This design comes from an exercise in tuning for small area on the open sky130 flow, not from production work.
Function was checked by simulation only, so behaviour that the tests miss may differ from the original.
Power and IR drop assume default switching activity. The flow treats the clock pin as an ideal source, which a real chip does not have.

Design saa1099s, start of the top module:
module saa1099s
(
   input wire   clk_sys,
   input wire   ce,       
   input wire   rst_n,
   input wire   cs_n,
   input wire   a0,       
   input wire   wr_n,
   input wire   [7:0] din,
   output wire  [7:0] out_l,
   output wire  [7:0] out_r
);
Size: ~1500 cells after synthesis, about 30 I/O pins, ~18000 um2 of cells after synthesis.
export LEC_CHECK = 0
export ABC_AREA = 1
export CAP_MARGIN = 20
export CORE_MARGIN = 2
export CORE_UTILIZATION = 60
export CTS_BUF_LIST = sky130_fd_sc_hd__clkbuf_16
export CTS_CLUSTER_DIAMETER = 100
export CTS_CLUSTER_SIZE = 30
export GPL_TIMING_DRIVEN = 0
export SLEW_MARGIN = 20
create_clock -name core_clock -period 20.0 [get_ports {clk_sys}]
standard.sh (not shown) runs the stock make flow with config.mk's settings and CLKGATE_MAP_FILE= SYNTH_SCRIPT=/design/flow/synth_recipe.tcl, a recipe that flattens the netlist after the stock synthesis.
==> flow/flow/run.sh <==
#!/bin/bash
# Layout flow: the standard flow, with two changes to synthesis:
#  1. the final ABC mapping uses an area-oriented script (flow/area.abc);
#  2. after synthesis, flow/polarity.py removes inverters around full
#     adders (a full adder is self-dual) from the netlist.
# Registers are those of the standard synthesis (same RTL, same passes up
# to and including flip-flop mapping). Each step logs to its own file here.
set -euo pipefail
F=$(pwd)
R=$F/orfs/results/$FLOW_PLATFORM/saa1099s/base

# synthesis script: the standard flow's, with abc's -script argument pointed at area.abc
{
  echo "proc abc {args} { set i [lsearch \$args -script]; if {\$i >= 0} { lset args [expr {\$i + 1}] $F/flow/area.abc }; yosys abc {*}\$args }"
  cat $F/synth_recipe.tcl
} > $F/own_synth.tcl
# and the port buffers are the smallest buffer cell; clock tree synthesis
# without dummy loads and with a smaller root buffer
CTS="-sink_clustering_enable -repair_clock_nets -dont_use_dummy_load -sink_clustering_size 30 -sink_clustering_max_diameter 100 -buf_list sky130_fd_sc_hd__clkbuf_16 -root_buf sky130_fd_sc_hd__clkbuf_8"
sed -e "s#SYNTH_SCRIPT=[^ ]*#SYNTH_SCRIPT=$F/own_synth.tcl#" \
    -e "s#\"\${@:-finish}\"#BUFFER_PORTS_ARGS='-buffer_cell sky130_fd_sc_hd__buf_1' CTS_ARGS='$CTS' \"\${@:-finish}\"#" \
    $F/standard.sh > $F/own_standard.sh

bash $F/own_standard.sh synth > $F/log_synth.txt 2>&1
cp $R/1_2_yosys.v $F/synth_before_polarity.v
python3 $F/flow/polarity.py $F/synth_before_polarity.v $R/1_2_yosys.v > $F/log_polarity.txt 2>&1
rm -f $R/1_synth.odb $R/1_synth.sdc
bash $F/own_standard.sh > $F/log_layout.txt 2>&1
test -f $FLOW_OUT/final.def
Other scripts of this flow, unchanged in this note and not shown: flow/flow/area.abc, flow/flow/polarity.py
Edit:
--- a/flow/flow/run.sh
+++ b/flow/flow/run.sh
@@ -18,3 +18,3 @@
 # without dummy loads and with a smaller root buffer
-CTS="-sink_clustering_enable -repair_clock_nets -dont_use_dummy_load -sink_clustering_size 30 -sink_clustering_max_diameter 100 -buf_list sky130_fd_sc_hd__clkbuf_16 -root_buf sky130_fd_sc_hd__clkbuf_8"
+CTS="-sink_clustering_enable -repair_clock_nets -dont_use_dummy_load -sink_clustering_size 36 -sink_clustering_max_diameter 80 -buf_list sky130_fd_sc_hd__clkbuf_16 -root_buf sky130_fd_sc_hd__clkbuf_8"
 sed -e "s#SYNTH_SCRIPT=[^ ]*#SYNTH_SCRIPT=$F/own_synth.tcl#" \
CORE_UTILIZATION = 78   (was 60)
CTS_BUF_LIST = unset   (was sky130_fd_sc_hd__clkbuf_16)
CTS_CLUSTER_DIAMETER = unset   (was 100)
CTS_CLUSTER_SIZE = unset   (was 30)
The changed run completed without violations.
Combinational power climbs by 3.2%.
Flip-flop and latch count does not change.
Worst setup slack is worse by 0.055 ns.
Core utilization climbs by 19 points.
Die area drops by 23%.
Cell count drops by 4.2%.
Edit:
--- a/flow/flow/run.sh
+++ b/flow/flow/run.sh
@@ -18,3 +18,3 @@
 # without dummy loads and with a smaller root buffer
-CTS="-sink_clustering_enable -repair_clock_nets -dont_use_dummy_load -sink_clustering_size 36 -sink_clustering_max_diameter 80 -buf_list sky130_fd_sc_hd__clkbuf_16 -root_buf sky130_fd_sc_hd__clkbuf_8"
+CTS="-sink_clustering_enable -repair_clock_nets -dont_use_dummy_load -sink_clustering_size 30 -sink_clustering_max_diameter 100 -buf_list sky130_fd_sc_hd__clkbuf_16 -root_buf sky130_fd_sc_hd__clkbuf_8"
 sed -e "s#SYNTH_SCRIPT=[^ ]*#SYNTH_SCRIPT=$F/own_synth.tcl#" \
Via count rose by 0.41%.
Sequential power stays flat.
Routed wire length grows by 1.4%.
Design area stays flat.
Worst setup slack improves by 0.0035 ns.
Sequential share of layout area goes down by 0.12 points.
Edit:
--- a/flow/flow/run.sh
+++ b/flow/flow/run.sh
@@ -16,7 +16,5 @@
 } > $F/own_synth.tcl
-# and the port buffers are the smallest buffer cell; clock tree synthesis
-# without dummy loads and with a smaller root buffer
-CTS="-sink_clustering_enable -repair_clock_nets -dont_use_dummy_load -sink_clustering_size 30 -sink_clustering_max_diameter 100 -buf_list sky130_fd_sc_hd__clkbuf_16 -root_buf sky130_fd_sc_hd__clkbuf_8"
+# and the port buffers are the smallest buffer cell
 sed -e "s#SYNTH_SCRIPT=[^ ]*#SYNTH_SCRIPT=$F/own_synth.tcl#" \
-    -e "s#\"\${@:-finish}\"#BUFFER_PORTS_ARGS='-buffer_cell sky130_fd_sc_hd__buf_1' CTS_ARGS='$CTS' \"\${@:-finish}\"#" \
+    -e "s#\"\${@:-finish}\"#BUFFER_PORTS_ARGS='-buffer_cell sky130_fd_sc_hd__buf_1' \"\${@:-finish}\"#" \
     $F/standard.sh > $F/own_standard.sh
CORE_UTILIZATION = 60   (was 78)
CTS_BUF_LIST = sky130_fd_sc_hd__clkbuf_16   (was unset)
CTS_CLUSTER_DIAMETER = 100   (was unset)
CTS_CLUSTER_SIZE = 30   (was unset)
After rerunning:
- The changed run produced a clean layout
- design area is higher slightly
- first-iteration DRC count is lower by well over a third
- critical path depth does not change
- global-route usage is lower by 7.2 points
- via count is lower by a few percent
- power is higher slightly
- non-clock buffer count is higher by 3
- worst setup slack is better by 0.12 ns
Edit:
--- a/flow/flow/run.sh
+++ b/flow/flow/run.sh
@@ -16,5 +16,7 @@
 } > $F/own_synth.tcl
-# and the port buffers are the smallest buffer cell
+# and the port buffers are the smallest buffer cell; clock tree synthesis
+# without dummy loads and with a smaller root buffer
+CTS="-sink_clustering_enable -repair_clock_nets -dont_use_dummy_load -sink_clustering_size 30 -sink_clustering_max_diameter 100 -buf_list sky130_fd_sc_hd__clkbuf_16 -root_buf sky130_fd_sc_hd__clkbuf_8"
 sed -e "s#SYNTH_SCRIPT=[^ ]*#SYNTH_SCRIPT=$F/own_synth.tcl#" \
-    -e "s#\"\${@:-finish}\"#BUFFER_PORTS_ARGS='-buffer_cell sky130_fd_sc_hd__buf_1' \"\${@:-finish}\"#" \
+    -e "s#\"\${@:-finish}\"#BUFFER_PORTS_ARGS='-buffer_cell sky130_fd_sc_hd__buf_1' CTS_ARGS='$CTS' \"\${@:-finish}\"#" \
     $F/standard.sh > $F/own_standard.sh
CAP_MARGIN = 5   (was 20)
CTS_BUF_LIST = unset   (was sky130_fd_sc_hd__clkbuf_16)
CTS_CLUSTER_DIAMETER = unset   (was 100)
CTS_CLUSTER_SIZE = unset   (was 30)
SLEW_MARGIN = 5   (was 20)
The new run completed with no timing, DRC or antenna violations.
Non-clock buffer count rises by 2.
Design area falls by 0.69%.
Sequential power stays flat.
Area after synthesis does not change.
Via count barely changes.
Register-to-register slack got worse by 0.04 ns.
Power falls by 2.2%.
Worst setup slack got worse by 0.035 ns.
Global-route usage hardly moves.
Die area is unchanged.
First-iteration DRC count rises by 1.2%.

-- afterwards: timing with drivers on the ports --
Ports are ideal in the flow. The routed layouts listed here were re-timed in OpenROAD. Step 1 assumes that a clkbuf_16 drives the clock port and a buf_2 every other input. Step 2 adds t to the input delays and takes it off the output delays; t is the mean of the earliest and latest rising clock arrival at the registers after step 1. Input paths then give back, and output paths get back, about the clock's delay inside the block. a / b / c = no drivers / after step 1 / after step 2; a / b = the first two.
run	shift t [ns]	slack for setup (ns)	clock arrival spread, ns	slew at the worst register clock pin (ns)	pins driven straight from the clock port
the first run	0.606	9.936 / 9.936 / 9.936	0.104 / 0.105	0.11 / 0.11	1
the second run	0.589	9.881 / 9.881 / 9.881	0.101 / 0.101	0.12 / 0.12	1
the third run	0.592	9.885 / 9.885 / 9.885	0.113 / 0.112	0.11 / 0.11	1
the fourth run	0.568	10.007 / 10.007 / 10.007	0.040 / 0.040	0.12 / 0.12	1
the fifth run	0.601	9.972 / 9.972 / 9.972	0.099 / 0.099	0.11 / 0.11	1
After both steps every run listed still meets setup and hold.
